This design comes from an exercise in tuning for small area, a short achievable clock period and few clock cycles on the open sky130 flow, not from production work.
Function was not checked in any run shown here: the RTL went through the layout flow alone.

`flow/design.v`:
```
module sqdist (
    input  [31:0] pn,    
    input  [31:0] c,
    output [17:0] d
);
    wire w1 = ~(c[0] ^ pn[0]);
    wire w2 = c[0] | pn[0];
    wire w3, w4;
    kfa f5 (.a(c[1]), .b(pn[1]), .c(w2), .s(w3), .co(w4));
    wire w6, w7;
    kfa f8 (.a(c[2]), .b(pn[2]), .c(w4), .s(w6), .co(w7));
    wire w9, w10;
    kfa f11 (.a(c[3]), .b(pn[3]), .c(w7), .s(w9), .co(w10));
    wire w12, w13;
    kfa f14 (.a(c[4]), .b(pn[4]), .c(w10), .s(w12), .co(w13));
    wire w15, w16;
    kfa f17 (.a(c[5]), .b(pn[5]), .c(w13), .s(w15), .co(w16));
    wire w18, w19;
    kfa f20 (.a(c[6]), .b(pn[6]), .c(w16), .s(w18), .co(w19));
    wire w21, w22;
    kfa f23 (.a(c[7]), .b(pn[7]), .c(w19), .s(w21), .co(w22));
    wire w24 = c[7] ^ pn[7] ^ w22;
    wire w25 = w1 & w3;
    wire w26 = w1 & w6;
    wire w27 = w1 & w9;
    wire w28 = w1 & w12;
    wire w29 = w1 & w15;
    wire w30 = w1 & w18;
    wire w31 = w1 & w21;
    wire w32 = w3 & w6;
    wire w33 = w3 & w9;
    wire w34 = w3 & w12;
    wire w35 = w3 & w15;
    wire w36 = w3 & w18;
    wire w37 = w3 & w21;
    wire w38 = w6 & w9;
    wire w39 = w6 & w12;
    wire w40 = w6 & w15;
    wire w41 = w6 & w18;
    wire w42 = w6 & w21;
    wire w43 = w9 & w12;
    wire w44 = w9 & w15;
    wire w45 = w9 & w18;
    wire w46 = w9 & w21;
    wire w47 = w12 & w15;
    wire w48 = w12 & w18;
    wire w49 = w12 & w21;
    wire w50 = w15 & w18;
    wire w51 = w15 & w21;
    wire w52 = w18 & w21;
    wire w53 = ~(w24 & w1);
    wire w54 = ~(w24 & w3);
    wire w55 = ~(w24 & w6);
    wire w56 = ~(w24 & w9);
    wire w57 = ~(w24 & w12);
    wire w58 = ~(w24 & w15);
    wire w59 = ~(w24 & w18);
    wire w60 = ~(w24 & w21);
    wire w61 = ~(c[8] ^ pn[8]);
    wire w62 = c[8] | pn[8];
    wire w63, w64;
    kfa f65 (.a(c[9]), .b(pn[9]), .c(w62), .s(w63), .co(w64));
    wire w66, w67;
    kfa f68 (.a(c[10]), .b(pn[10]), .c(w64), .s(w66), .co(w67));
    wire w69, w70;
    kfa f71 (.a(c[11]), .b(pn[11]), .c(w67), .s(w69), .co(w70));
    wire w72, w73;
    kfa f74 (.a(c[12]), .b(pn[12]), .c(w70), .s(w72), .co(w73));
    wire w75, w76;
    kfa f77 (.a(c[13]), .b(pn[13]), .c(w73), .s(w75), .co(w76));
    wire w78, w79;
    kfa f80 (.a(c[14]), .b(pn[14]), .c(w76), .s(w78), .co(w79));
    wire w81, w82;
    kfa f83 (.a(c[15]), .b(pn[15]), .c(w79), .s(w81), .co(w82));
    wire w84 = c[15] ^ pn[15] ^ w82;
    wire w85 = w61 & w63;
    wire w86 = w61 & w66;
    wire w87 = w61 & w69;
    wire w88 = w61 & w72;
    wire w89 = w61 & w75;
    wire w90 = w61 & w78;
    wire w91 = w61 & w81;
    wire w92 = w63 & w66;
    wire w93 = w63 & w69;
    wire w94 = w63 & w72;
    wire w95 = w63 & w75;
    wire w96 = w63 & w78;
    wire w97 = w63 & w81;
    wire w98 = w66 & w69;
    wire w99 = w66 & w72;
    wire w100 = w66 & w75;
    wire w101 = w66 & w78;
    wire w102 = w66 & w81;
    wire w103 = w69 & w72;
    wire w104 = w69 & w75;
    wire w105 = w69 & w78;
    wire w106 = w69 & w81;
    wire w107 = w72 & w75;
    wire w108 = w72 & w78;
    wire w109 = w72 & w81;
    wire w110 = w75 & w78;
    wire w111 = w75 & w81;
    wire w112 = w78 & w81;
    wire w113 = ~(w84 & w61);
    wire w114 = ~(w84 & w63);
    wire w115 = ~(w84 & w66);
    wire w116 = ~(w84 & w69);
    wire w117 = ~(w84 & w72);
    wire w118 = ~(w84 & w75);
    wire w119 = ~(w84 & w78);
    wire w120 = ~(w84 & w81);
    wire w121 = ~(c[16] ^ pn[16]);
    wire w122 = c[16] | pn[16];
    wire w123, w124;
    kfa f125 (.a(c[17]), .b(pn[17]), .c(w122), .s(w123), .co(w124));
    wire w126, w127;
    kfa f128 (.a(c[18]), .b(pn[18]), .c(w124), .s(w126), .co(w127));
    wire w129, w130;
    kfa f131 (.a(c[19]), .b(pn[19]), .c(w127), .s(w129), .co(w130));
    wire w132, w133;
    kfa f134 (.a(c[20]), .b(pn[20]), .c(w130), .s(w132), .co(w133));
    wire w135, w136;
    kfa f137 (.a(c[21]), .b(pn[21]), .c(w133), .s(w135), .co(w136));
    wire w138, w139;
    kfa f140 (.a(c[22]), .b(pn[22]), .c(w136), .s(w138), .co(w139));
    wire w141, w142;
    kfa f143 (.a(c[23]), .b(pn[23]), .c(w139), .s(w141), .co(w142));
    wire w144 = c[23] ^ pn[23] ^ w142;
    wire w145 = w121 & w123;
    wire w146 = w121 & w126;
    wire w147 = w121 & w129;
    wire w148 = w121 & w132;
    wire w149 = w121 & w135;
    wire w150 = w121 & w138;
    wire w151 = w121 & w141;
    wire w152 = w123 & w126;
    wire w153 = w123 & w129;
    wire w154 = w123 & w132;
    wire w155 = w123 & w135;
    wire w156 = w123 & w138;
    wire w157 = w123 & w141;
    wire w158 = w126 & w129;
    wire w159 = w126 & w132;
    wire w160 = w126 & w135;
    wire w161 = w126 & w138;
    wire w162 = w126 & w141;
    wire w163 = w129 & w132;
    wire w164 = w129 & w135;
    wire w165 = w129 & w138;
    wire w166 = w129 & w141;
    wire w167 = w132 & w135;
    wire w168 = w132 & w138;
    wire w169 = w132 & w141;
    wire w170 = w135 & w138;
    wire w171 = w135 & w141;
    wire w172 = w138 & w141;
    wire w173 = ~(w144 & w121);
    wire w174 = ~(w144 & w123);
    wire w175 = ~(w144 & w126);
    wire w176 = ~(w144 & w129);
    wire w177 = ~(w144 & w132);
    wire w178 = ~(w144 & w135);
    wire w179 = ~(w144 & w138);
    wire w180 = ~(w144 & w141);
    wire w181 = ~(c[24] ^ pn[24]);
    wire w182 = c[24] | pn[24];
    wire w183, w184;
    kfa f185 (.a(c[25]), .b(pn[25]), .c(w182), .s(w183), .co(w184));
    wire w186, w187;
    kfa f188 (.a(c[26]), .b(pn[26]), .c(w184), .s(w186), .co(w187));
    wire w189, w190;
    kfa f191 (.a(c[27]), .b(pn[27]), .c(w187), .s(w189), .co(w190));
    wire w192, w193;
    kfa f194 (.a(c[28]), .b(pn[28]), .c(w190), .s(w192), .co(w193));
    wire w195, w196;
    kfa f197 (.a(c[29]), .b(pn[29]), .c(w193), .s(w195), .co(w196));
    wire w198, w199;
    kfa f200 (.a(c[30]), .b(pn[30]), .c(w196), .s(w198), .co(w199));
    wire w201, w202;
    kfa f203 (.a(c[31]), .b(pn[31]), .c(w199), .s(w201), .co(w202));
    wire w204 = c[31] ^ pn[31] ^ w202;
    wire w205 = w181 & w183;
    wire w206 = w181 & w186;
    wire w207 = w181 & w189;
    wire w208 = w181 & w192;
    wire w209 = w181 & w195;
    wire w210 = w181 & w198;
    wire w211 = w181 & w201;
    wire w212 = w183 & w186;
    wire w213 = w183 & w189;
    wire w214 = w183 & w192;
    wire w215 = w183 & w195;
    wire w216 = w183 & w198;
    wire w217 = w183 & w201;
    wire w218 = w186 & w189;
    wire w219 = w186 & w192;
    wire w220 = w186 & w195;
    wire w221 = w186 & w198;
    wire w222 = w186 & w201;
    wire w223 = w189 & w192;
    wire w224 = w189 & w195;
    wire w225 = w189 & w198;
    wire w226 = w189 & w201;
    wire w227 = w192 & w195;
    wire w228 = w192 & w198;
    wire w229 = w192 & w201;
    wire w230 = w195 & w198;
    wire w231 = w195 & w201;
    wire w232 = w198 & w201;
    wire w233 = ~(w204 & w181);
    wire w234 = ~(w204 & w183);
    wire w235 = ~(w204 & w186);
    wire w236 = ~(w204 & w189);
    wire w237 = ~(w204 & w192);
    wire w238 = ~(w204 & w195);
    wire w239 = ~(w204 & w198);
    wire w240 = ~(w204 & w201);
    wire w241, w242;
    kfa f243 (.a(w1), .b(w61), .c(w121), .s(w241), .co(w242));
    wire w244, w245;
    kfa f246 (.a(w3), .b(w63), .c(w123), .s(w244), .co(w245));
    wire w247, w248;
    kfa f249 (.a(w183), .b(w25), .c(w85), .s(w247), .co(w248));
    wire w250, w251;
    kfa f252 (.a(w145), .b(w205), .c(w244), .s(w250), .co(w251));
    wire w253, w254;
    kfa f255 (.a(w245), .b(w248), .c(w26), .s(w253), .co(w254));
    wire w256, w257;
    kfa f258 (.a(w86), .b(w146), .c(w206), .s(w256), .co(w257));
    wire w259, w260;
    kfa f261 (.a(w251), .b(w253), .c(w256), .s(w259), .co(w260));
    wire w262, w263;
    kfa f264 (.a(w6), .b(w66), .c(w126), .s(w262), .co(w263));
    wire w265, w266;
    kfa f267 (.a(w186), .b(w32), .c(w92), .s(w265), .co(w266));
    wire w268, w269;
    kfa f270 (.a(w152), .b(w212), .c(w262), .s(w268), .co(w269));
    wire w271, w272;
    kfa f273 (.a(w27), .b(w87), .c(w147), .s(w271), .co(w272));
    wire w274, w275;
    kfa f276 (.a(w207), .b(w254), .c(w257), .s(w274), .co(w275));
    wire w277, w278;
    kfa f279 (.a(w265), .b(w268), .c(w260), .s(w277), .co(w278));
    wire w280, w281;
    kfa f282 (.a(w271), .b(w274), .c(w277), .s(w280), .co(w281));
    wire w283, w284;
    kfa f285 (.a(w263), .b(w33), .c(w93), .s(w283), .co(w284));
    wire w286, w287;
    kfa f288 (.a(w153), .b(w213), .c(w266), .s(w286), .co(w287));
    wire w289, w290;
    kfa f291 (.a(w269), .b(w28), .c(w88), .s(w289), .co(w290));
    wire w292, w293;
    kfa f294 (.a(w148), .b(w208), .c(w272), .s(w292), .co(w293));
    wire w295, w296;
    kfa f297 (.a(w275), .b(w283), .c(w286), .s(w295), .co(w296));
    wire w298, w299;
    kfa f300 (.a(w278), .b(w289), .c(w292), .s(w298), .co(w299));
    wire w301, w302;
    kfa f303 (.a(w295), .b(w281), .c(w298), .s(w301), .co(w302));
    wire w304, w305;
    kfa f306 (.a(w9), .b(w69), .c(w129), .s(w304), .co(w305));
    wire w307, w308;
    kfa f309 (.a(w189), .b(w38), .c(w98), .s(w307), .co(w308));
    wire w310, w311;
    kfa f312 (.a(w158), .b(w218), .c(w304), .s(w310), .co(w311));
    wire w313, w314;
    kfa f315 (.a(w34), .b(w94), .c(w154), .s(w313), .co(w314));
    wire w316, w317;
    kfa f318 (.a(w214), .b(w284), .c(w287), .s(w316), .co(w317));
    wire w319, w320;
    kfa f321 (.a(w307), .b(w29), .c(w89), .s(w319), .co(w320));
    wire w322, w323;
    kfa f324 (.a(w149), .b(w209), .c(w290), .s(w322), .co(w323));
    wire w325, w326;
    kfa f327 (.a(w293), .b(w310), .c(w296), .s(w325), .co(w326));
    wire w328, w329;
    kfa f330 (.a(w313), .b(w316), .c(w299), .s(w328), .co(w329));
    wire w331, w332;
    kfa f333 (.a(w319), .b(w322), .c(w325), .s(w331), .co(w332));
    wire w334, w335;
    kfa f336 (.a(w302), .b(w328), .c(w331), .s(w334), .co(w335));
    wire w337, w338;
    kfa f339 (.a(w305), .b(w39), .c(w99), .s(w337), .co(w338));
    wire w340, w341;
    kfa f342 (.a(w159), .b(w219), .c(w308), .s(w340), .co(w341));
    wire w343, w344;
    kfa f345 (.a(w311), .b(w35), .c(w95), .s(w343), .co(w344));
    wire w346, w347;
    kfa f348 (.a(w155), .b(w215), .c(w314), .s(w346), .co(w347));
    wire w349, w350;
    kfa f351 (.a(w317), .b(w337), .c(w340), .s(w349), .co(w350));
    wire w352, w353;
    kfa f354 (.a(w30), .b(w90), .c(w150), .s(w352), .co(w353));
    wire w355, w356;
    kfa f357 (.a(w210), .b(w320), .c(w323), .s(w355), .co(w356));
    wire w358, w359;
    kfa f360 (.a(w326), .b(w343), .c(w346), .s(w358), .co(w359));
    wire w361, w362;
    kfa f363 (.a(w349), .b(w329), .c(w352), .s(w361), .co(w362));
    wire w364, w365;
    kfa f366 (.a(w355), .b(w332), .c(w358), .s(w364), .co(w365));
    wire w367, w368;
    kfa f369 (.a(w361), .b(w335), .c(w364), .s(w367), .co(w368));
    wire w370, w371;
    kfa f372 (.a(w12), .b(w72), .c(w132), .s(w370), .co(w371));
    wire w373, w374;
    kfa f375 (.a(w192), .b(w43), .c(w103), .s(w373), .co(w374));
    wire w376, w377;
    kfa f378 (.a(w163), .b(w223), .c(w370), .s(w376), .co(w377));
    wire w379, w380;
    kfa f381 (.a(w40), .b(w100), .c(w160), .s(w379), .co(w380));
    wire w382, w383;
    kfa f384 (.a(w220), .b(w338), .c(w341), .s(w382), .co(w383));
    wire w385, w386;
    kfa f387 (.a(w373), .b(w36), .c(w96), .s(w385), .co(w386));
    wire w388, w389;
    kfa f390 (.a(w156), .b(w216), .c(w344), .s(w388), .co(w389));
    wire w391, w392;
    kfa f393 (.a(w347), .b(w376), .c(w350), .s(w391), .co(w392));
    wire w394, w395;
    kfa f396 (.a(w379), .b(w382), .c(w31), .s(w394), .co(w395));
    wire w397, w398;
    kfa f399 (.a(w91), .b(w151), .c(w211), .s(w397), .co(w398));
    wire w400, w401;
    kfa f402 (.a(w353), .b(w356), .c(w359), .s(w400), .co(w401));
    wire w403, w404;
    kfa f405 (.a(w385), .b(w388), .c(w391), .s(w403), .co(w404));
    wire w406, w407;
    kfa f408 (.a(w362), .b(w394), .c(w397), .s(w406), .co(w407));
    wire w409, w410;
    kfa f411 (.a(w365), .b(w400), .c(w403), .s(w409), .co(w410));
    wire w412, w413;
    kfa f414 (.a(w406), .b(w368), .c(w409), .s(w412), .co(w413));
    wire w415, w416;
    kfa f417 (.a(w371), .b(w44), .c(w104), .s(w415), .co(w416));
    wire w418, w419;
    kfa f420 (.a(w164), .b(w224), .c(w374), .s(w418), .co(w419));
    wire w421, w422;
    kfa f423 (.a(w377), .b(w41), .c(w101), .s(w421), .co(w422));
    wire w424, w425;
    kfa f426 (.a(w161), .b(w221), .c(w380), .s(w424), .co(w425));
    wire w427, w428;
    kfa f429 (.a(w383), .b(w415), .c(w418), .s(w427), .co(w428));
    wire w430, w431;
    kfa f432 (.a(w37), .b(w97), .c(w157), .s(w430), .co(w431));
    wire w433, w434;
    kfa f435 (.a(w217), .b(w386), .c(w389), .s(w433), .co(w434));
    wire w436, w437;
    kfa f438 (.a(w392), .b(w421), .c(w424), .s(w436), .co(w437));
    wire w439, w440;
    kfa f441 (.a(w427), .b(w53), .c(w113), .s(w439), .co(w440));
    wire w442, w443;
    kfa f444 (.a(w173), .b(w233), .c(w395), .s(w442), .co(w443));
    wire w445, w446;
    kfa f447 (.a(w398), .b(w401), .c(w430), .s(w445), .co(w446));
    wire w448, w449;
    kfa f450 (.a(w433), .b(w404), .c(w436), .s(w448), .co(w449));
    wire w451, w452;
    kfa f453 (.a(w439), .b(w442), .c(w407), .s(w451), .co(w452));
    wire w454, w455;
    kfa f456 (.a(w445), .b(w448), .c(w410), .s(w454), .co(w455));
    wire w457, w458;
    kfa f459 (.a(w451), .b(w413), .c(w454), .s(w457), .co(w458));
    wire w460, w461;
    kfa f462 (.a(w15), .b(w75), .c(w135), .s(w460), .co(w461));
    wire w463, w464;
    kfa f465 (.a(w195), .b(w47), .c(w107), .s(w463), .co(w464));
    wire w466, w467;
    kfa f468 (.a(w167), .b(w227), .c(w460), .s(w466), .co(w467));
    wire w469, w470;
    kfa f471 (.a(w45), .b(w105), .c(w165), .s(w469), .co(w470));
    wire w472, w473;
    kfa f474 (.a(w225), .b(w416), .c(w419), .s(w472), .co(w473));
    wire w475, w476;
    kfa f477 (.a(w463), .b(w42), .c(w102), .s(w475), .co(w476));
    wire w478, w479;
    kfa f480 (.a(w162), .b(w222), .c(w422), .s(w478), .co(w479));
    wire w481, w482;
    kfa f483 (.a(w425), .b(w466), .c(w428), .s(w481), .co(w482));
    wire w484, w485;
    kfa f486 (.a(w469), .b(w472), .c(w54), .s(w484), .co(w485));
    wire w487, w488;
    kfa f489 (.a(w114), .b(w174), .c(w234), .s(w487), .co(w488));
    wire w490, w491;
    kfa f492 (.a(w431), .b(w434), .c(w437), .s(w490), .co(w491));
    wire w493, w494;
    kfa f495 (.a(w475), .b(w478), .c(w481), .s(w493), .co(w494));
    wire w496, w497;
    kfa f498 (.a(w440), .b(w443), .c(w484), .s(w496), .co(w497));
    wire w499, w500;
    kfa f501 (.a(w487), .b(w446), .c(w449), .s(w499), .co(w500));
    wire w502, w503;
    kfa f504 (.a(w490), .b(w493), .c(w452), .s(w502), .co(w503));
    wire w505, w506;
    kfa f507 (.a(w496), .b(w499), .c(w455), .s(w505), .co(w506));
    wire w508, w509;
    kfa f510 (.a(w502), .b(w458), .c(w505), .s(w508), .co(w509));
    wire w511, w512;
    kfa f513 (.a(1'b1), .b(w461), .c(w48), .s(w511), .co(w512));
    wire w514, w515;
    kfa f516 (.a(w108), .b(w168), .c(w228), .s(w514), .co(w515));
    wire w517, w518;
    kfa f519 (.a(w464), .b(w467), .c(w46), .s(w517), .co(w518));
    wire w520, w521;
    kfa f522 (.a(w106), .b(w166), .c(w226), .s(w520), .co(w521));
    wire w523, w524;
    kfa f525 (.a(w470), .b(w473), .c(w511), .s(w523), .co(w524));
    wire w526, w527;
    kfa f528 (.a(w514), .b(w55), .c(w115), .s(w526), .co(w527));
    wire w529, w530;
    kfa f531 (.a(w175), .b(w235), .c(w476), .s(w529), .co(w530));
    wire w532, w533;
    kfa f534 (.a(w479), .b(w482), .c(w517), .s(w532), .co(w533));
    wire w535, w536;
    kfa f537 (.a(w520), .b(w523), .c(w485), .s(w535), .co(w536));
    wire w538, w539;
    kfa f540 (.a(w488), .b(w526), .c(w529), .s(w538), .co(w539));
    wire w541, w542;
    kfa f543 (.a(w491), .b(w494), .c(w532), .s(w541), .co(w542));
    wire w544, w545;
    kfa f546 (.a(w497), .b(w535), .c(w538), .s(w544), .co(w545));
    wire w547, w548;
    kfa f549 (.a(w500), .b(w541), .c(w503), .s(w547), .co(w548));
    wire w550, w551;
    kfa f552 (.a(w544), .b(w506), .c(w547), .s(w550), .co(w551));
    wire w553, w554;
    kfa f555 (.a(w18), .b(w78), .c(w138), .s(w553), .co(w554));
    wire w556, w557;
    kfa f558 (.a(w198), .b(w50), .c(w110), .s(w556), .co(w557));
    wire w559, w560;
    kfa f561 (.a(w170), .b(w230), .c(w553), .s(w559), .co(w560));
    wire w562, w563;
    kfa f564 (.a(w49), .b(w109), .c(w169), .s(w562), .co(w563));
    wire w565, w566;
    kfa f567 (.a(w229), .b(w512), .c(w515), .s(w565), .co(w566));
    wire w568, w569;
    kfa f570 (.a(w556), .b(w56), .c(w116), .s(w568), .co(w569));
    wire w571, w572;
    kfa f573 (.a(w176), .b(w236), .c(w518), .s(w571), .co(w572));
    wire w574, w575;
    kfa f576 (.a(w521), .b(w559), .c(w524), .s(w574), .co(w575));
    wire w577, w578;
    kfa f579 (.a(w562), .b(w565), .c(w527), .s(w577), .co(w578));
    wire w580, w581;
    kfa f582 (.a(w530), .b(w568), .c(w571), .s(w580), .co(w581));
    wire w583, w584;
    kfa f585 (.a(w533), .b(w574), .c(w536), .s(w583), .co(w584));
    wire w586, w587;
    kfa f588 (.a(w539), .b(w577), .c(w580), .s(w586), .co(w587));
    wire w589, w590;
    kfa f591 (.a(w542), .b(w583), .c(w545), .s(w589), .co(w590));
    wire w592, w593;
    kfa f594 (.a(w586), .b(w548), .c(w589), .s(w592), .co(w593));
    wire w595, w596;
    kfa f597 (.a(w554), .b(w51), .c(w111), .s(w595), .co(w596));
    wire w598, w599;
    kfa f600 (.a(w171), .b(w231), .c(w557), .s(w598), .co(w599));
    wire w601, w602;
    kfa f603 (.a(w560), .b(w57), .c(w117), .s(w601), .co(w602));
    wire w604, w605;
    kfa f606 (.a(w177), .b(w237), .c(w563), .s(w604), .co(w605));
    wire w607, w608;
    kfa f609 (.a(w566), .b(w595), .c(w598), .s(w607), .co(w608));
    wire w610, w611;
    kfa f612 (.a(w569), .b(w572), .c(w601), .s(w610), .co(w611));
    wire w613, w614;
    kfa f615 (.a(w604), .b(w575), .c(w607), .s(w613), .co(w614));
    wire w616, w617;
    kfa f618 (.a(w578), .b(w581), .c(w610), .s(w616), .co(w617));
    wire w619, w620;
    kfa f621 (.a(w613), .b(w584), .c(w587), .s(w619), .co(w620));
    wire w622, w623;
    kfa f624 (.a(w616), .b(w590), .c(w619), .s(w622), .co(w623));
    wire w625, w626;
    kfa f627 (.a(w21), .b(w81), .c(w141), .s(w625), .co(w626));
    wire w628, w629;
    kfa f630 (.a(w201), .b(w52), .c(w112), .s(w628), .co(w629));
    wire w631, w632;
    kfa f633 (.a(w172), .b(w232), .c(w625), .s(w631), .co(w632));
    wire w634, w635;
    kfa f636 (.a(w58), .b(w118), .c(w178), .s(w634), .co(w635));
    wire w637, w638;
    kfa f639 (.a(w238), .b(w596), .c(w599), .s(w637), .co(w638));
    wire w640, w641;
    kfa f642 (.a(w628), .b(w602), .c(w605), .s(w640), .co(w641));
    wire w643, w644;
    kfa f645 (.a(w631), .b(w634), .c(w637), .s(w643), .co(w644));
    wire w646, w647;
    kfa f648 (.a(w608), .b(w611), .c(w640), .s(w646), .co(w647));
    wire w649, w650;
    kfa f651 (.a(w643), .b(w614), .c(w617), .s(w649), .co(w650));
    wire w652, w653;
    kfa f654 (.a(w646), .b(w620), .c(w649), .s(w652), .co(w653));
    wire w655, w656;
    kfa f657 (.a(w626), .b(w59), .c(w119), .s(w655), .co(w656));
    wire w658, w659;
    kfa f660 (.a(w179), .b(w239), .c(w629), .s(w658), .co(w659));
    wire w661, w662;
    kfa f663 (.a(w632), .b(w635), .c(w638), .s(w661), .co(w662));
    wire w664, w665;
    kfa f666 (.a(w655), .b(w658), .c(w641), .s(w664), .co(w665));
    wire w667, w668;
    kfa f669 (.a(w644), .b(w661), .c(w647), .s(w667), .co(w668));
    wire w670, w671;
    kfa f672 (.a(w664), .b(w650), .c(w667), .s(w670), .co(w671));
    wire w673, w674;
    kfa f675 (.a(w24), .b(w84), .c(w144), .s(w673), .co(w674));
    wire w676, w677;
    kfa f678 (.a(w204), .b(w60), .c(w120), .s(w676), .co(w677));
    wire w679, w680;
    kfa f681 (.a(w180), .b(w240), .c(w673), .s(w679), .co(w680));
    wire w682, w683;
    kfa f684 (.a(w656), .b(w659), .c(w676), .s(w682), .co(w683));
    wire w685, w686;
    kfa f687 (.a(w662), .b(w679), .c(w682), .s(w685), .co(w686));
    wire w688, w689;
    kfa f690 (.a(w665), .b(w685), .c(w668), .s(w688), .co(w689));
    wire w691, w692;
    kfa f693 (.a(w674), .b(w677), .c(w680), .s(w691), .co(w692));
    wire w694, w695;
    kfa f696 (.a(w683), .b(w691), .c(w686), .s(w694), .co(w695));
    wire [17:0] ra = {w689, w671, w653, w623, w593, w551, w509, w508, w457, w412, w367, w334, w301, w280, w259, w247, w242, w181};
    wire [17:0] rb = {w694, w688, w670, w652, w622, w592, w550, 1'b0, 1'b0, 1'b0, 1'b0, 1'b0, 1'b0, 1'b0, 1'b0, w250, 1'b0, w241};
    assign d = ra + rb;
endmodule
module kfa (input a, input b, input c, output s, output co);
    assign s = a ^ b ^ c;
    assign co = (a & b) | (a & c) | (b & c);
endmodule
module kmeans_top #
(
    parameter K = 8,
    parameter D = 4,
    parameter W = 8,
    parameter N = 128
)
(
    input clk,
    input rst,
    input start,
    input signed [D*W-1:0] point_flat,
    input signed [K*D*W-1:0] init_centroid_flat,
    output done,
    output [6:0] point_addr,
    output signed [K*D*W-1:0] final_centroid_flat
);
    localparam PASS_LEN = 140;    
    reg        run;        
    reg        done_r;
    reg        conv_q;     
    reg [7:0]  t;          
    wire idle = ~run & ~done_r;
    wire load = idle & start;
    reg [K*D*W-1:0] cen;   
    assign final_centroid_flat = cen;
    assign done = done_r;
    assign point_addr = t[6:0];
    reg [31:0] p0;
    reg        v1;         
    always @(posedge clk) p0 <= point_flat;
    wire [31:0] pn = ~p0;
    wire [17:0] dst [0:K-1];
    genvar gk, gd;
    generate for (gk = 0; gk < K; gk = gk + 1) begin : g_dist
        sqdist u_sq (.pn(pn), .c(cen[gk*32 +: 32]), .d(dst[gk]));
    end endgenerate
    reg [17:0] dq [0:K-1];
    reg [31:0] p1;
    reg        v2;
    integer i;
    always @(posedge clk) begin
        for (i = 0; i < K; i = i + 1) dq[i] <= dst[i];
        p1 <= p0;
    end
    wire        c1a = dq[1] < dq[0];
    wire        c1b = dq[3] < dq[2];
    wire        c1c = dq[5] < dq[4];
    wire        c1d = dq[7] < dq[6];
    wire [17:0] m1a = c1a ? dq[1] : dq[0];
    wire [17:0] m1b = c1b ? dq[3] : dq[2];
    wire [17:0] m1c = c1c ? dq[5] : dq[4];
    wire [17:0] m1d = c1d ? dq[7] : dq[6];
    wire        c2a = m1b < m1a;
    wire        c2b = m1d < m1c;
    wire [17:0] m2a = c2a ? m1b : m1a;
    wire [17:0] m2b = c2b ? m1d : m1c;
    wire [1:0]  i2a = c2a ? {1'b1, c1b} : {1'b0, c1a};
    wire [1:0]  i2b = c2b ? {1'b1, c1d} : {1'b0, c1c};
    wire        c3  = m2b < m2a;
    wire [2:0]  best = c3 ? {1'b1, i2b} : {1'b0, i2a};
    reg  [2:0]  rsel;
    reg  [31:0] p2;
    reg         v3;
    reg         drv;       
    always @(posedge clk) begin
        rsel <= v2 ? best : (t[2:0] - 3'd2);    
        p2 <= p1;
    end
    reg [14:0]  sum [0:K-1][0:D-1];
    reg [6:0]   m   [0:K-1];
    reg [K-1:0] fresh;
    wire [14:0] rs [0:D-1];
    generate for (gd = 0; gd < D; gd = gd + 1) begin : g_rs
        assign rs[gd] = sum[rsel][gd];
    end endgenerate
    wire [6:0] rm = m[rsel];
    wire       rf = fresh[rsel];
    integer d;
    always @(posedge clk) begin
        if (v3) begin
            for (d = 0; d < D; d = d + 1)
                sum[rsel][d] <= (rf ? 15'd0 : rs[d]) + {7'd0, ~p2[d*8+7], p2[d*8 +: 7]};
            m[rsel] <= rf ? 7'd0 : rm + 7'd1;
        end
    end
    function [14:0] divstep;
        input [14:0] r;
        input [6:0]  mm;       
        reg [8:0] diff;
        begin
            diff = {1'b0, r[14:7]} + {1'b0, ~{1'b0, mm}};    
            if (diff[8]) divstep = {diff[6:0], r[6:0], 1'b1};
            else         divstep = {r[13:7],   r[6:0], 1'b0};
        end
    endfunction
    reg [14:0] da [0:D-1];
    reg [6:0]  dam;
    reg        dae;        
    reg        dav;
    reg [2:0]  daj;
    always @(posedge clk) begin : g_da
        reg [14:0] r;
        integer s;
        for (d = 0; d < D; d = d + 1) begin
            r = rs[d];
            for (s = 0; s < 3; s = s + 1) r = divstep(r, rm);
            da[d] <= r;
        end
        dam <= rm;
        dae <= rf;
        daj <= rsel;
    end
    reg [14:0] db [0:D-1];
    reg [6:0]  dbm;
    reg        dbe;
    reg        dbv;
    reg [2:0]  dbj;
    always @(posedge clk) begin : g_db
        reg [14:0] r;
        integer s;
        for (d = 0; d < D; d = d + 1) begin
            r = da[d];
            for (s = 0; s < 3; s = s + 1) r = divstep(r, dam);
            db[d] <= r;
        end
        dbm <= dam;
        dbe <= dae;
        dbj <= daj;
    end
    wire [31:0] c0 = cen[31:0];
    reg  [31:0] cin;
    always @(*) begin : g_dc
        reg [14:0] r;
        reg [7:0]  q;
        integer s;
        for (d = 0; d < D; d = d + 1) begin
            r = db[d];
            for (s = 0; s < 2; s = s + 1) r = divstep(r, dbm);
            q = r[7:0];    
            cin[d*8 +: 8] = dbe ? c0[d*8 +: 8]
                          : {~q[7], q[6:0]} + {7'd0, ~q[7] & (r[14:8] != 7'd0)};
        end
    end
    reg  chg;              
    wire cmp_now = (cin != c0);
    wire last_shift = dbv & (dbj == 3'd7);
    always @(posedge clk) begin
        if (load)
            cen <= init_centroid_flat;
        else if (dbv)
            cen <= {cin, cen[K*D*W-1:32]};
    end
    always @(posedge clk) begin
        if (rst) begin
            run <= 1'b0; done_r <= 1'b0; conv_q <= 1'b0; t <= 8'd0;
            v1 <= 1'b0; v2 <= 1'b0; v3 <= 1'b0; drv <= 1'b0; dav <= 1'b0; dbv <= 1'b0;
        end else begin
            done_r <= 1'b0;
            conv_q <= run & last_shift & ~(chg | cmp_now);
            if (load) begin
                run <= 1'b1; t <= 8'd0;
                v1 <= 1'b0; v2 <= 1'b0; v3 <= 1'b0; drv <= 1'b0; dav <= 1'b0; dbv <= 1'b0;
            end else if (run) begin
                if (conv_q) begin
                    run <= 1'b0; done_r <= 1'b1;
                    v1 <= 1'b0; v2 <= 1'b0; v3 <= 1'b0; drv <= 1'b0; dav <= 1'b0; dbv <= 1'b0;
                end else begin
                    t   <= (t == PASS_LEN-1) ? 8'd0 : t + 8'd1;
                    v1  <= (t < 128);
                    v2  <= v1;
                    v3  <= v2;
                    drv <= (t >= 130) & (t <= 137);
                    dav <= drv;
                    dbv <= dav;
                end
            end
        end
    end
    always @(posedge clk) begin
        if (run && t == 0) fresh <= {K{1'b1}};
        else if (v3) fresh[rsel] <= 1'b0;
        if (dbv) chg <= (dbj == 3'd0) ? cmp_now : (chg | cmp_now);
    end
endmodule
```
`flow/constraint.sdc`:
```
create_clock -name core_clock -period 40.0 [get_ports {clk}]
set_input_delay 8.0000 -clock core_clock [delete_from_list [all_inputs] [get_ports {clk}]]
set_output_delay 8.0000 -clock core_clock [all_outputs]
set_load 0.01 [all_outputs]
```
`flow/config.mk`:
```
export PLATFORM = sky130hd
export DESIGN_NAME = kmeans_top
export DESIGN_NICKNAME = kmeans_top
export VERILOG_FILES = /design/flow/design.v
export SDC_FILE = /design/flow/constraint.sdc
export NUM_CORES = 8
export LEC_CHECK = 0
export ABC_CLOCK_PERIOD_IN_PS = 9000
export CAP_MARGIN = 20
export CORE_MARGIN = 2
export CORE_UTILIZATION = 40
export SLEW_MARGIN = 20
export SYNTH_HIERARCHICAL = 1
```
`flow/standard.sh`:
```
#!/bin/bash
# synth_recipe.tcl (not shown) runs the flow's synth.tcl, then flattens the netlist and writes it again
# the make line also repeats each setting of config.mk as NAME=value (left out here)
make -C /OpenROAD-flow-scripts/flow DESIGN_CONFIG=/design/flow/config.mk WORK_HOME=/design/flow/orfs CLKGATE_MAP_FILE= SYNTH_SCRIPT=/design/flow/synth_recipe.tcl "${@:-finish}"
```
`flow/flow/run.sh`:
```
#!/bin/bash
# Layout flow: the standard synthesis unchanged, then the standard
# layout steps, with
#  - the timing repair asked to leave SETUP_SLACK_MARGIN ns of setup slack,
#    i.e. to aim at a shorter period than the constraint's 40 ns;
#  - small port buffers (every port still gets its own buffer).
set -euo pipefail
MARGIN=31
bash standard.sh synth > synth.log 2>&1
sed "s|CLKGATE_MAP_FILE= |CLKGATE_MAP_FILE= SETUP_SLACK_MARGIN=$MARGIN 'BUFFER_PORTS_ARGS=-buffer_cell sky130_fd_sc_hd__buf_1' |" standard.sh > layout.sh
bash layout.sh > layout.log 2>&1
```
==> reports/metrics.yaml, run 1 <==
yosysWarnings: 13
grt_overflow: 0
multi_input_area_mm2: 0.06492
slowest_delay_ns: 0.70
whs_endpoint: "p2[24]$_DFF_P_"
synth_cell_types: 87
cts_max_path_buffers: 3
ff_latch_area_mm2: 0.03206
wl_per_cell_um: 28.18
worstSkewPairLatency_ns: 0.87
fin_cells: 12278
synth_edf_count: 793
hold_violations: 0
drive_gt1_share_pct: 17.82
grt_max_degree: 85
grt_first_pass_wirelength_mm: 494.8
antenna_left: 0
dr.pass1.iters: 6
finalNetCount: 11102
endpoint_kind: "output pin"
finalWeightedCongestion: 0.9453
reg2regPathDepth: 24
htreeDepth: 4
path_buf_inv: 1
n_fill_cell: 21794
slew_headroom_pct: 19.25
worst_pin_slew_ns: 1.211
hold_buffers: 0
drt-initial-drc-count: 5470
hpwl_mm: 254.7
via_count: 67305
syn-cell-area_mm2: 0.09904
syn-num-nets: 10005
cp_max_fo: 2
drv_cap: 0
yosys.area.top_type: "fa_1"
vias_per_cell: 5.482
synth_seq_cells: 1203
dieArea_mm2: 0.2516
setup_viol: 0
dp_cells: 11587
setup_tns_ns: 0
io_pins: 555
initial_utilization_pct: 40.23
die_w_um: 501.6
r2r_slack_ns: 31.20
coreArea_mm2: 0.2462
synth_cells: 7741
cp_data_arrival_time_ns: 1.77
final_cell_mix: "1476 x fa_1, 793 x edfxtp_1, 697 x and2_1"
r2r_start: "cen[48]$_DFFE_PP_"
synth_top_area_share_pct: 29.84
synth-main-ff-cell: "edfxtp_1"
first_global_vias: 71229
clkTransAtPathRegs_ns: 0.07
cts_root_buffer: "clkbuf_16"
drc: 0
required_ns: 32.00
synthTopCellsByArea: "fa_1 30%, edfxtp_1 24%, dfxtp_1 8.3%, ha_1 6.3%, and2_1 4.4%"
hold_start: "p1[24]$_DFF_P_"
rr_endpoint: "dq[1][16]$_DFF_P_"
cts_buffers: 142
min_path_type: "reg -> reg"
mostFrequentLayoutCell: "fa_1"
crit_family: "flip-flops"
critPathSlowestCell: "edfxtp_1"
cp_cell_sequence: "buf_1"
cp.depth: 1
critPathKind: "reg -> out"
yosysSeqAreaShare_pct: 32.33
avgSynthCellArea_um2: 12.79
fin_worst_skew_ns: 0.1146
cts_tree: "done"
place.port_buffers: 554
status: "timing/DRC/antenna clean"
die_h_um: 501.6
period_needed_ns: 9.770
area_delta_synth_final_pct: 16.35
antenna_found_initial: 30
slew_violations: 0
cts.sinks: 1203
critPathLaunchType: "flop"
finalCritPeriodShare_pct: 24.43
whs_path_depth: 0
rows: 182
max_freq_mhz: 102.3
ys_async_sr_fraction_pct: 0
grt_usage_pct: 27.44
routed_wl_mm: 346.0
rsz0062_at_grt: "true"
[final cells by class]
| cell class | instances | area share, % |
|---|---|---|
| multi-input cells | 5911 | 56.34 |
| flip-flops and latches | 1203 | 27.82 |
| repair buffers | 1070 | 6.440 |
| well taps | 3312 | 3.596 |
| clock buffers | 184 | 3.316 |
| inverters | 510 | 1.668 |
| clock inverters | 74 | 0.7872 |
| diodes | 14 | 0.03040 |
[per-stage QoR]
stage / hold WS (ns) / util [%] / area (µm²) / worst slack, ns
after CTS: 0.2945 / 46.19 / 113700 / 30.32
after global placement: 0.3140 / 42.90 / 105600 / 28.58
after detailed placement: 0.3128 / 42.92 / 105700 / 28.54
final: 0.2923 / 46.81 / 115200 / 30.23
after global routing: 0.3051 / 46.80 / 115200 / 30.24
after floorplan: 0.3096 / - / 99120 / 29.05
[cell usage after synthesis, types with 10 or more instances]
cell and number:
nand2b_1 13, a21boi_0 24, or4_1 11, and4_1 11
fa_1 1476, nand3_1 72, mux2_2 365, or3_1 18
nand4_4 16, clkbuf_1 64, ha_1 497, xnor2_1 323
o21ai_0 154, nor4_1 10, nor3_1 66, and2_1 698
a21oi_1 275, a21o_1 97, mux2i_1 132, mux4_2 127
nor2b_1 262, xor2_1 95, dfxtp_1 410, buf_4 11
and3_1 17, o41ai_1 19, nor2_1 242, nand4_1 41
a311oi_1 10, buf_2 19, edfxtp_1 793, inv_1 507
a211oi_1 18, o21a_1 27, o21bai_1 26, nand2_1 587
buf_1 21
[worst max path at each step]
stage / startpoint / to / slack (ns)
floorplan: start / cen[0]$_DFFE_PP_ / 29.05
global route: cen[45]$_DFFE_PP_ / final_centroid_flat[45] / 30.24
finish: cen[45]$_DFFE_PP_ / final_centroid_flat[45] / 30.23
detailed placement: start / cen[2]$_DFFE_PP_ / 28.54
global placement: start / cen[1]$_DFFE_PP_ / 28.58
CTS: cen[224]$_DFFE_PP_ / final_centroid_flat[224] / 30.32
[metal layers]
layer  share of wire, %  GRT usage, %  up-vias
met5              0.021             0        -
met4                 10         23.02       10
met3                7.9         6.535      921
met2                 46         43.73     2740
met1                 36         31.25    34924
li1                   -             -    28710
[modules after synthesis, one instance, submodules excluded]
module | cell area [µm²] | flops+latches | copies in the design | cells
kfa | 20.02 | 0 | 1440 | 1
kmeans_top | 57540 | 1203 | 1 | 4333
sqdist | 1584 | 0 | 8 | 246
[cell families (layout without fill, tap and decap cells)]
logic type	count (synthesis)	after routing	synth area share [%]
xor+xnor	424	424	3.833
buf+inv	629	1838	2.484
other cells	8	22	0.03032
flops	1203	1203	32.33
simple gates	2122	2124	11.68
mux	633	633	8.611
compound gates	749	749	4.921
fa+ha+maj	1973	1973	36.11
[timing repair]
item | in CTS | in global routing
gates resized for setup | 206 | 215
gates cloned | 6 | 4
pin swaps | 0 | 3
setup endpoints to repair | 679 | 452
buffers inserted | 290 | 119
[state kept, by name, summed over array words and instances (netlist names), 7 cells and up]
register  cells
cen         256
da           60
dam           7
db           60
dbm           7
dq          144
fresh         8
m            56
p0           32
p1           32
p2           32
sum         480
t             8
==> run 2: changes to the inputs <==
--- a/flow/flow/run.sh
+++ b/flow/flow/run.sh
@@ -7,3 +7,3 @@
 set -euo pipefail
-MARGIN=31
+MARGIN=30.5
 bash standard.sh synth > synth.log 2>&1
==> reports/metrics.yaml, run 2 <==
worstSkewPairLatency_ns: 0.87
synth_most_common_cell: "fa_1"
setup_tns_ns: 0
hold_violations: 0
wl_per_cell_um: 27.96
rr_endpoint: "dq[5][17]$_DFF_P_"
critPathSlowestCell: "edfxtp_1"
max_freq_mhz: 102.8
endpoint_kind: "output pin"
drc: 0
synth-main-ff-cell: "edfxtp_1"
critPathKind: "reg -> out"
status: "timing/DRC/antenna clean"
finalCritPeriodShare_pct: 24.33
coreArea_mm2: 0.2462
clkTransAtPathRegs_ns: 0.06
yosysSeqAreaShare_pct: 32.33
ys_async_sr_fraction_pct: 0
initial_utilization_pct: 40.23
cp_data_arrival_time_ns: 1.73
synth_top_area_share_pct: 29.84
cts_buffers: 142
io_pins: 555
synth_edf_count: 793
period_needed_ns: 9.731
crit_end: "final_centroid_flat[38]"
cts_tree: "done"
syn-num-nets: 10005
required_ns: 32.00
r2r_slack_ns: 31.05
rsz0062_at_grt: "true"
synth_seq_cells: 1203
finalWeightedCongestion: 0.9598
htreeDepth: 4
critPathLaunchType: "flop"
whs_path_depth: 0
cts_max_path_buffers: 3
setup_viol: 0
fin_cells: 12165
grt_max_degree: 141
final_cell_mix: "1476 x fa_1, 793 x edfxtp_1, 697 x and2_1"
place.port_buffers: 554
cp.depth: 1
min_path_type: "reg -> reg"
mostFrequentLayoutCell: "fa_1"
largest_reg_flops: 480
n_fill_cell: 22136
drt-initial-drc-count: 5227
cts_root_buffer: "clkbuf_16"
cp_cell_sequence: "buf_1"
antenna_found_initial: 21
r2r_start: "p0[1]$_DFF_P_"
rows: 182
path_buf_inv: 1
slew_headroom_pct: 20.19
synthTopCellsByArea: "fa_1 30%, edfxtp_1 24%, dfxtp_1 8.3%, ha_1 6.3%, and2_1 4.4%"
avgSynthCellArea_um2: 12.79
synth_cells: 7741
cp_max_fo: 2
via_count: 66251
cts.sinks: 1203
dieArea_mm2: 0.2516
grt_overflow: 0
dr.pass1.iters: 6
grt_first_pass_wirelength_mm: 493.2
antenna_left: 0
reg2regPathDepth: 22
grt_usage_pct: 27.35
drv_cap: 0
fin_worst_skew_ns: 0.08705
area_delta_synth_final_pct: 15.09
yosysWarnings: 13
synthTopCellsByCount: "1476 x fa_1, 793 x edfxtp_1, 698 x and2_1, 587 x nand2_1, 507 x inv_1"
first_global_vias: 71765
die_h_um: 501.6
slowest_delay_ns: 0.69
hpwl_mm: 255.3
vias_per_cell: 5.446
top_regs: "sum (480), cen (256), dq (144)"
worst_pin_slew_ns: 1.189
dp_cells: 11586
syn-cell-area_mm2: 0.09904
die_w_um: 501.6
critPathLaunch: "cen[38]$_DFFE_PP_"
synth_cell_types: 87
regMostFlops: "sum"
crit_family: "flip-flops"
yosys.area.top_type: "fa_1"
slew_violations: 0
drive_gt1_share_pct: 14.71
routed_wl_mm: 340.1
finalNetCount: 10981
run 2: per-layer routing:
layer  GRT usage [%]  vias up  routed length, µm
li1                -    28475                  -
met1           31.02    34418             122700
met2           43.70     2504             159700
met3           6.653      842              24700
met4           22.77       12              32950
met5               0        -                 86
run 2: modules after synthesis (local to each module, per instance):
module,cell area [µm²],times used,flops+latches,cells
sqdist,1584,8,0,246
kmeans_top,57540,1,1203,4333
kfa,20.02,1440,0,1
run 2: worst min path at each step:
stage,to,slack (ns),startpoint
after floorplan,db[0][3]$_DFF_P_,0.31,da[0][0]$_DFF_P_
after global placement,db[1][7]$_DFF_P_,0.31,da[1][4]$_DFF_P_
after detailed placement,p2[3]$_DFF_P_,0.31,p1[3]$_DFF_P_
after CTS,p2[29]$_DFF_P_,0.30,p1[29]$_DFF_P_
after global routing,p2[29]$_DFF_P_,0.31,p1[29]$_DFF_P_
final,p2[29]$_DFF_P_,0.30,p1[29]$_DFF_P_
run 2: cell families after synthesis:
family | Yosys count | synth area share [%]
simple gates | 2122 | 11.68
fa+ha+maj | 1973 | 36.11
flops | 1203 | 32.33
compound gates | 749 | 4.921
mux | 633 | 8.611
buf+inv | 629 | 2.484
xor+xnor | 424 | 3.833
other cells | 8 | 0.03032
run 2: final cells by class:
type	count	area (µm²)	area share (%)
multi-input combinational	5910	64790	56.84
sequential	1203	32040	28.11
timing repair buffer	950	6091	5.344
tap	3312	4144	3.636
clock buffer	190	3890	3.413
inverter	510	1918	1.683
clock inverter	74	1070	0.9386
antenna	16	40.04	0.03513
run 2: metrics by stage:
step	area [µm²]	utilization [%]	hold WS [ns]	setup slack (ns)
6_report	114000	46.30	0.2997	30.27
5_1_grt	113900	46.29	0.3101	30.28
4_1_cts	113500	46.10	0.3027	30.33
3_5_place_dp	105700	42.94	0.3121	29.39
3_3_place_gp	105600	42.90	0.3126	29.39
2_1_floorplan	99090	-	0.3096	29.05
run 2: repair_timing:
action / in CTS / in global routing
gates resized for setup: 145 / 42
setup endpoints to repair: 468 / 234
buffers inserted: 261 / 35
pin swaps: 0 / 2
hold buffers: 0 / 0
gates cloned: 0 / 1
==> run 3: changes to the inputs <==
--- a/flow/design.v
+++ b/flow/design.v
@@ -546,3 +546,3 @@
 );
-    localparam PASS_LEN = 140;    
+    localparam PASS_LEN = 139;    
     reg        run;        
@@ -566,3 +566,4 @@
     end endgenerate
-    reg [17:0] dq [0:K-1];
+    reg [17:0] l1d [0:3];
+    reg        l1s [0:3];
     reg [31:0] p1;
@@ -571,19 +572,17 @@
     always @(posedge clk) begin
-        for (i = 0; i < K; i = i + 1) dq[i] <= dst[i];
+        for (i = 0; i < 4; i = i + 1) begin
+            if (dst[2*i+1] < dst[2*i]) begin
+                l1d[i] <= dst[2*i+1]; l1s[i] <= 1'b1;
+            end else begin
+                l1d[i] <= dst[2*i];   l1s[i] <= 1'b0;
+            end
+        end
         p1 <= p0;
     end
-    wire        c1a = dq[1] < dq[0];
-    wire        c1b = dq[3] < dq[2];
-    wire        c1c = dq[5] < dq[4];
-    wire        c1d = dq[7] < dq[6];
-    wire [17:0] m1a = c1a ? dq[1] : dq[0];
-    wire [17:0] m1b = c1b ? dq[3] : dq[2];
-    wire [17:0] m1c = c1c ? dq[5] : dq[4];
-    wire [17:0] m1d = c1d ? dq[7] : dq[6];
-    wire        c2a = m1b < m1a;
-    wire        c2b = m1d < m1c;
-    wire [17:0] m2a = c2a ? m1b : m1a;
-    wire [17:0] m2b = c2b ? m1d : m1c;
-    wire [1:0]  i2a = c2a ? {1'b1, c1b} : {1'b0, c1a};
-    wire [1:0]  i2b = c2b ? {1'b1, c1d} : {1'b0, c1c};
+    wire        c2a = l1d[1] < l1d[0];
+    wire        c2b = l1d[3] < l1d[2];
+    wire [17:0] m2a = c2a ? l1d[1] : l1d[0];
+    wire [17:0] m2b = c2b ? l1d[3] : l1d[2];
+    wire [1:0]  i2a = c2a ? {1'b1, l1s[1]} : {1'b0, l1s[0]};
+    wire [1:0]  i2b = c2b ? {1'b1, l1s[3]} : {1'b0, l1s[2]};
     wire        c3  = m2b < m2a;
@@ -625,8 +624,8 @@
     endfunction
-    reg [14:0] da [0:D-1];
-    reg [6:0]  dam;
-    reg        dae;        
-    reg        dav;
-    reg [2:0]  daj;
-    always @(posedge clk) begin : g_da
+    reg [14:0] dva [0:D-1];
+    reg [6:0]  dvm;
+    reg        dve;        
+    reg        dvv;
+    reg [2:0]  dvj;
+    always @(posedge clk) begin : g_dva
         reg [14:0] r;
@@ -635,25 +634,8 @@
             r = rs[d];
-            for (s = 0; s < 3; s = s + 1) r = divstep(r, rm);
-            da[d] <= r;
+            for (s = 0; s < 4; s = s + 1) r = divstep(r, rm);
+            dva[d] <= r;
         end
-        dam <= rm;
-        dae <= rf;
-        daj <= rsel;
-    end
-    reg [14:0] db [0:D-1];
-    reg [6:0]  dbm;
-    reg        dbe;
-    reg        dbv;
-    reg [2:0]  dbj;
-    always @(posedge clk) begin : g_db
-        reg [14:0] r;
-        integer s;
-        for (d = 0; d < D; d = d + 1) begin
-            r = da[d];
-            for (s = 0; s < 3; s = s + 1) r = divstep(r, dam);
-            db[d] <= r;
-        end
-        dbm <= dam;
-        dbe <= dae;
-        dbj <= daj;
+        dvm <= rm;
+        dve <= rf;
+        dvj <= rsel;
     end
@@ -661,3 +643,3 @@
     reg  [31:0] cin;
-    always @(*) begin : g_dc
+    always @(*) begin : g_dvb
         reg [14:0] r;
@@ -666,6 +648,6 @@
         for (d = 0; d < D; d = d + 1) begin
-            r = db[d];
-            for (s = 0; s < 2; s = s + 1) r = divstep(r, dbm);
+            r = dva[d];
+            for (s = 0; s < 4; s = s + 1) r = divstep(r, dvm);
             q = r[7:0];    
-            cin[d*8 +: 8] = dbe ? c0[d*8 +: 8]
+            cin[d*8 +: 8] = dve ? c0[d*8 +: 8]
                           : {~q[7], q[6:0]} + {7'd0, ~q[7] & (r[14:8] != 7'd0)};
@@ -675,3 +657,3 @@
     wire cmp_now = (cin != c0);
-    wire last_shift = dbv & (dbj == 3'd7);
+    wire last_shift = dvv & (dvj == 3'd7);
     always @(posedge clk) begin
@@ -679,3 +661,3 @@
             cen <= init_centroid_flat;
-        else if (dbv)
+        else if (dvv)
             cen <= {cin, cen[K*D*W-1:32]};
@@ -685,3 +667,3 @@
             run <= 1'b0; done_r <= 1'b0; conv_q <= 1'b0; t <= 8'd0;
-            v1 <= 1'b0; v2 <= 1'b0; v3 <= 1'b0; drv <= 1'b0; dav <= 1'b0; dbv <= 1'b0;
+            v1 <= 1'b0; v2 <= 1'b0; v3 <= 1'b0; drv <= 1'b0; dvv <= 1'b0;
         end else begin
@@ -691,3 +673,3 @@
                 run <= 1'b1; t <= 8'd0;
-                v1 <= 1'b0; v2 <= 1'b0; v3 <= 1'b0; drv <= 1'b0; dav <= 1'b0; dbv <= 1'b0;
+                v1 <= 1'b0; v2 <= 1'b0; v3 <= 1'b0; drv <= 1'b0; dvv <= 1'b0;
             end else if (run) begin
@@ -695,3 +677,3 @@
                     run <= 1'b0; done_r <= 1'b1;
-                    v1 <= 1'b0; v2 <= 1'b0; v3 <= 1'b0; drv <= 1'b0; dav <= 1'b0; dbv <= 1'b0;
+                    v1 <= 1'b0; v2 <= 1'b0; v3 <= 1'b0; drv <= 1'b0; dvv <= 1'b0;
                 end else begin
@@ -702,4 +684,3 @@
                     drv <= (t >= 130) & (t <= 137);
-                    dav <= drv;
-                    dbv <= dav;
+                    dvv <= drv;
                 end
@@ -711,3 +692,3 @@
         else if (v3) fresh[rsel] <= 1'b0;
-        if (dbv) chg <= (dbj == 3'd0) ? cmp_now : (chg | cmp_now);
+        if (dvv) chg <= (dvj == 3'd0) ? cmp_now : (chg | cmp_now);
     end
==> flow/run.sh (new file) <==
#!/bin/bash
# synth_recipe.tcl (not shown) runs the flow's synth.tcl, then flattens the netlist and writes it again
# the make line also repeats each setting of config.mk as NAME=value (left out here)
make -C /OpenROAD-flow-scripts/flow DESIGN_CONFIG=/design/flow/config.mk WORK_HOME=/design/flow/orfs CLKGATE_MAP_FILE= SYNTH_SCRIPT=/design/flow/synth_recipe.tcl finish
removed: flow/flow/run.sh
removed: flow/standard.sh
==> reports/metrics.yaml, run 3 <==
status: "timing/DRC/antenna clean"
mostFrequentLayoutCell: "fa_1"
grt_first_pass_wirelength_mm: 529.0
coreArea_mm2: 0.2428
setup_tns_ns: 0
post_cts_resize_count: 0
synthTopCellsByCount: "1476 x fa_1, 1192 x nand2_1, 793 x edfxtp_1, 725 x and2_1, 499 x ha_1"
finalWeightedCongestion: 0.9708
syn-num-nets: 10767
synth_top_area_share_pct: 30.29
cts_max_path_buffers: 3
crit_family: "compound AO/OA/AOI/OAI gates"
syn-cell-area_mm2: 0.09755
setup_viol: 0
dr.pass1.iters: 6
critPathKind: "reg -> reg"
required_ns: 40.47
synth_cells: 8501
dieArea_mm2: 0.2479
yosysSeqAreaShare_pct: 29.95
top_regs: "sum (480), cen (256), l1d (72)"
worst_pin_slew_ns: 1.192
synth_cell_types: 101
area_delta_synth_final_pct: 14.80
ys_async_sr_fraction_pct: 0
drv_cap: 0
htreeDepth: 3
cts_tree: "done"
via_count: 70172
place.port_buffers: 554
slowest_delay_ns: 0.88
hold_violations: 0
path_buf_inv: 3
wl_per_cell_um: 29.83
n_fill_cell: 22234
fin_worst_skew_ns: 0.08757
hold_buffers: 0
slew_headroom_pct: 19.94
routed_wl_mm: 371.9
cts_root_buffer: "clkbuf_16"
endpoint_kind: "flop"
critPathSlowestCell: "nor4_2"
largest_reg_flops: 480
drt-initial-drc-count: 6182
cts.sinks: 1063
final_cell_mix: "1476 x fa_1, 1191 x nand2_1, 793 x edfxtp_1"
cp_max_fo: 16
cp_data_arrival_time_ns: 12.64
drive_gt1_share_pct: 7.893
hpwl_mm: 286.8
finalCritPeriodShare_pct: 30.42
min_path_type: "reg -> reg"
worstSkewPairLatency_ns: 0.83
synth_edf_count: 793
regMostFlops: "sum"
antenna_found_initial: 19
hold_ws_ns: 0.3183
rsz0062_at_grt: "false"
first_global_vias: 73940
rows: 181
postCtsSetupRepairBufs: 0
finalNetCount: 11409
io_pins: 555
vias_per_cell: 5.629
clkTransAtPathRegs_ns: 0.07
yosysWarnings: 13
slew_violations: 0
antenna_left: 0
max_freq_mhz: 82.19
synth_most_common_cell: "fa_1"
cts_buffers: 120
drc: 0
grt_overflow: 0
synth-main-ff-cell: "edfxtp_1"
initial_utilization_pct: 40.18
period_needed_ns: 12.17
yosys.area.top_type: "fa_1"
grt_usage_pct: 29.83
avgSynthCellArea_um2: 11.48
synthTopCellsByArea: "fa_1 30%, edfxtp_1 24%, ha_1 6.4%, dfxtp_1 5.5%, and2_1 4.6%"
die_w_um: 497.8
critPathLaunchType: "flop"
die_h_um: 497.8
grt_max_degree: 94
synth_seq_cells: 1063
[run 3: cell count changes in the layout (fill, tap and decap cells not counted), moves of 49 or more]
cell / change
mux2_2: -154
buf_4: -189
nand2_1: +604
mux4_2: -119
dfxtp_1: -136
buf_1: -489
a21oi_1: +111
clkdlybuf4s50_1: +554
o221ai_1: +49
nor2_1: +138
buf_6: -57
[run 3: area by class of cell]
cell class / count / area (µm²) / area share [%]
clock buffers: 156 / 3283 / 2.932
inverters: 471 / 1768 / 1.579
multi-input cells: 6783 / 65970 / 58.91
well taps: 3202 / 4006 / 3.578
flip-flops and latches: 1063 / 29230 / 26.10
repair buffers: 704 / 6671 / 5.957
diodes: 15 / 37.54 / 0.03352
clock inverters: 72 / 1023 / 0.9139
[run 3: path summary, 6_finish.rpt]
check / endpoint / start / cells past startpoint / slack (ns)
max: chg$_DFFE_PP_ / dvm[0]$_DFF_P_ / 42 / 27.83
min: p2[27]$_DFF_P_ / p1[27]$_DFF_P_ / 0 / 0.32
max reg2reg: chg$_DFFE_PP_ / dvm[0]$_DFF_P_ / 42 / 27.83
min reg2reg: p2[27]$_DFF_P_ / p1[27]$_DFF_P_ / 0 / 0.32
[run 3: logic make-up (layout without fill, tap and decap cells)]
kind of cell	Yosys count	in the layout	synth area share, %
xor gates and xnor gates	418	418	3.796
and+or+nand+nor	2918	2918	15.01
buffers and inverters	655	1403	2.687
muxes	424	424	4.853
other	8	23	0.03078
AOI/OAI and AO/OA	1040	1040	6.986
adders and majority gates	1975	1975	36.69
DFF	1063	1063	29.95
[run 3: metal layers]
layer / wire, µm / vias to the layer above / GRT usage, %
li1: - / 30021 / -
met3: 31870 / 913 / 7.338
met2: 169700 / 3150 / 47.01
met5: 157 / - / 0.3666
met4: 34000 / 6 / 22.57
met1: 136200 / 36082 / 35.23
[run 3: through the flow]
| stage | instance area (µm²) | setup slack, ns | utilization, % | std cells |
|---|---|---|---|---|
| 6_report | 112000 | 27.83 | 46.13 | 12466 |
| 5_1_grt | 112000 | 26.84 | 46.12 | 12454 |
| 4_1_cts | 111900 | 27.88 | 46.09 | 12450 |
| 3_5_place_dp | 107600 | 28.01 | 44.32 | 12222 |
| 3_3_place_gp | 107500 | 28.04 | 44.30 | 12222 |
| 2_1_floorplan | 97550 | 25.20 | - | 8501 |
[run 3: modules after synthesis (local to each module, per instance)]
module | cell area [µm²] | times used
kfa | 20.02 | 1440
kmeans_top | 56050 | 1
sqdist | 1584 | 8
==> run 4: changes to the inputs <==
==> flow/flow/run.sh (new file) <==
#!/bin/bash
# Layout flow: the standard synthesis unchanged, then the standard
# layout steps with the timing repair asked to leave setup slack
# SETUP_SLACK_MARGIN ns, i.e. to aim at a shorter period than the clock's.
set -euo pipefail
MARGIN=${MARGIN:-30}
bash standard.sh synth > synth.log 2>&1
sed "s|CLKGATE_MAP_FILE= |CLKGATE_MAP_FILE= SETUP_SLACK_MARGIN=$MARGIN |" standard.sh > layout.sh
bash layout.sh > layout.log 2>&1
==> flow/standard.sh (new file) <==
#!/bin/bash
# synth_recipe.tcl (not shown) runs the flow's synth.tcl, then flattens the netlist and writes it again
# the make line also repeats each setting of config.mk as NAME=value (left out here)
make -C /OpenROAD-flow-scripts/flow DESIGN_CONFIG=/design/flow/config.mk WORK_HOME=/design/flow/orfs CLKGATE_MAP_FILE= SYNTH_SCRIPT=/design/flow/synth_recipe.tcl "${@:-finish}"
removed: flow/run.sh
==> reports/metrics.yaml, run 4 <==
status: "timing/DRC/antenna clean"
grt_first_pass_wirelength_mm: 535.0
hpwl_mm: 276.7
die_h_um: 497.8
slew_violations: 0
grt_overflow: 0
coreArea_mm2: 0.2428
place.port_buffers: 554
min_path_type: "reg -> reg"
synth_most_common_cell: "fa_1"
muxShareOfSynthArea_pct: 4.853
cts.sinks: 1063
final_cell_mix: "1275 x fa_1, 1191 x nand2_1, 793 x edfxtp_1"
wl_per_cell_um: 29.36
antenna_left: 0
io_pins: 555
synth_top_family_by_area: "adder cells"
finalNetCount: 11851
synth_edf_count: 793
first_global_vias: 75273
critPathSlowestCell: "clkdlybuf4s50_1"
endpoint_kind: "output pin"
antenna_found_initial: 39
synth_top_area_share_pct: 30.29
critPathKind: "reg -> out"
cts_tree: "done"
drc: 0
period_needed_ns: 9.980
setup_tns_ns: 0
slew_headroom_pct: 24.33
synth_cell_types: 101
initial_utilization_pct: 40.18
clkTransAtPathRegs_ns: 0.07
slowest_delay_ns: 0.62
routed_wl_mm: 379.1
synth_cells: 8501
mostFrequentLayoutCell: "fa_1"
avgSynthCellArea_um2: 11.48
area_delta_synth_final_pct: 21.40
syn-cell-area_mm2: 0.09755
rsz0062_at_grt: "true"
yosys.area.top_type: "fa_1"
vias_per_cell: 5.603
max_freq_mhz: 100.2
dp_cells: 12212
synth-main-ff-cell: "edfxtp_1"
worstSkewPairLatency_ns: 0.84
drive_gt1_share_pct: 16.09
yosys.area_share.xor_xnor_pct: 3.796
die_w_um: 497.8
drv_cap: 0
finalCritPeriodShare_pct: 24.95
dr.pass1.iters: 8
via_count: 72357
worst_pin_slew_ns: 1.135
fin_worst_skew_ns: 0.08916
synthTopCellsByCount: "1476 x fa_1, 1192 x nand2_1, 793 x edfxtp_1, 725 x and2_1, 499 x ha_1"
largest_reg_flops: 480
top_regs: "sum (480), cen (256), l1d (72)"
crit_family: "buffers and inverters"
rows: 181
setup_viol: 0
cp_max_fo: 2
cp_cell_sequence: "clkdlybuf4s50_1"
grt_max_degree: 92
htreeDepth: 3
ys_async_sr_fraction_pct: 0
cts_max_path_buffers: 3
yosys.area_share.simple_pct: 15.01
synthTopCellsByArea: "fa_1 30%, edfxtp_1 24%, ha_1 6.4%, dfxtp_1 5.5%, and2_1 4.6%"
finalWeightedCongestion: 0.9592
yosysWarnings: 13
grt_usage_pct: 30.15
regMostFlops: "sum"
cts_buffers: 119
dieArea_mm2: 0.2479
hold_violations: 0
path_buf_inv: 1
synth_compound_area_share_pct: 6.986
synth_seq_cells: 1063
drt-initial-drc-count: 5973
cp_data_arrival_time_ns: 1.98
synthAdderAreaFrac_pct: 36.69
fin_cells: 12915
yosysSeqAreaShare_pct: 29.95
required_ns: 32.00
critPathLaunchType: "flop"
cts_root_buffer: "clkbuf_16"
syn-num-nets: 10767
[run 4: path summary, 6_finish.rpt]
path	start	endpoint	slack [ns]	cells past startpoint
max	cen[124]$_DFFE_PP_	final_centroid_flat[124]	30.02	1
min	p1[8]$_DFF_P_	p2[8]$_DFF_P_	0.30	0
max reg2reg	p0[0]$_DFF_P_	l1d[0][9]$_DFF_P_	30.12	34
min reg2reg	p1[8]$_DFF_P_	p2[8]$_DFF_P_	0.30	0
[run 4: final cells by class]
type	count	area, µm²
Sequential cell	1063	29240
Tap cell	3202	4006
Multi-Input combinational cell	6785	68040
Clock buffer	172	3402
Timing Repair Buffer	1145	11310
Fill cell	21748	124300
Clock inverter	55	598.1
Inverter	471	1785
Antenna cell	22	55.05
[run 4: stage by stage]
| step | area (µm²) | hold WS [ns] | setup WS [ns] | utilization [%] |
|---|---|---|---|---|
| 2_1_floorplan | 97790 | 0.3096 | 29.59 | - |
| 3_3_place_gp | 107600 | 0.3130 | 28.00 | 44.33 |
| 3_5_place_dp | 107700 | 0.3121 | 27.84 | 44.34 |
| 4_1_cts | 115400 | 0.2798 | 29.76 | 47.53 |
| 5_1_grt | 118400 | 0.2900 | 29.85 | 48.76 |
| 6_report | 118400 | 0.2972 | 30.02 | 48.78 |
[run 4: timing repair]
item,CTS,global route
gates cloned,3,9
pin swaps,40,164
setup endpoints to repair,617,200
setup buffers,288,153
hold buffers,0,0
resized for setup,233,425
hold endpoints to repair,0,0
[run 4: per-module statistics from Yosys, one instance, submodules excluded]
module | cell area (µm²) | cells | flops+latches
kmeans_top | 56050 | 5093 | 1063
sqdist | 1584 | 246 | 0
kfa | 20.02 | 1 | 0
[run 4: kinds of logic (layout without fill, tap and decap cells)]
family,after synthesis,in the layout
and+or+nand+nor,2918,2920
muxes,424,424
AOI/OAI and AO/OA,1040,1040
buffers and inverters,655,1843
DFF,1063,1063
other,8,30
adders and majority gates,1975,1975
xor gates and xnor gates,418,418
[run 4: layer usage]
| layer | vias up | wire, µm | global-route usage, % |
|---|---|---|---|
| li1 | 30928 | - | - |
| met1 | 37428 | 136600 | 34.87 |
| met2 | 3072 | 178100 | 48.74 |
| met3 | 909 | 29410 | 6.485 |
| met4 | 20 | 34940 | 23.63 |
| met5 | - | 116 | 0 |

## static timing again, ports no longer ideal
No port has a modelled driver above. Below, the same layouts with a new extraction and two added sets of constraints. Step 1 assumes that a clkbuf_16 drives the clock port and a buf_2 every other input. Step 2 times the ports against the registers' clock, not the clock port: input delays grow and output delays shrink by t, the midpoint of the rising clock arrivals with the driver on. Slacks: ideal ports / drivers / drivers and shift; pairs: ideal ports / drivers.
run | shift t [ns] | setup WS [ns] | worst slew at a driven data input, ns | pins driven straight from the clock port
run 1 | 0.889 | 30.230 / 30.148 / 30.142 | 0.14 | 1
run 2 | 0.905 | 30.269 / 30.183 / 29.530 | 0.18 | 1
run 3 | 0.879 | 27.833 / 27.833 / 27.833 | 0.14 | 1
run 4 | 0.889 | 30.020 / 29.923 / 29.281 | 0.13 | 1
After both steps every run listed still meets setup and hold.
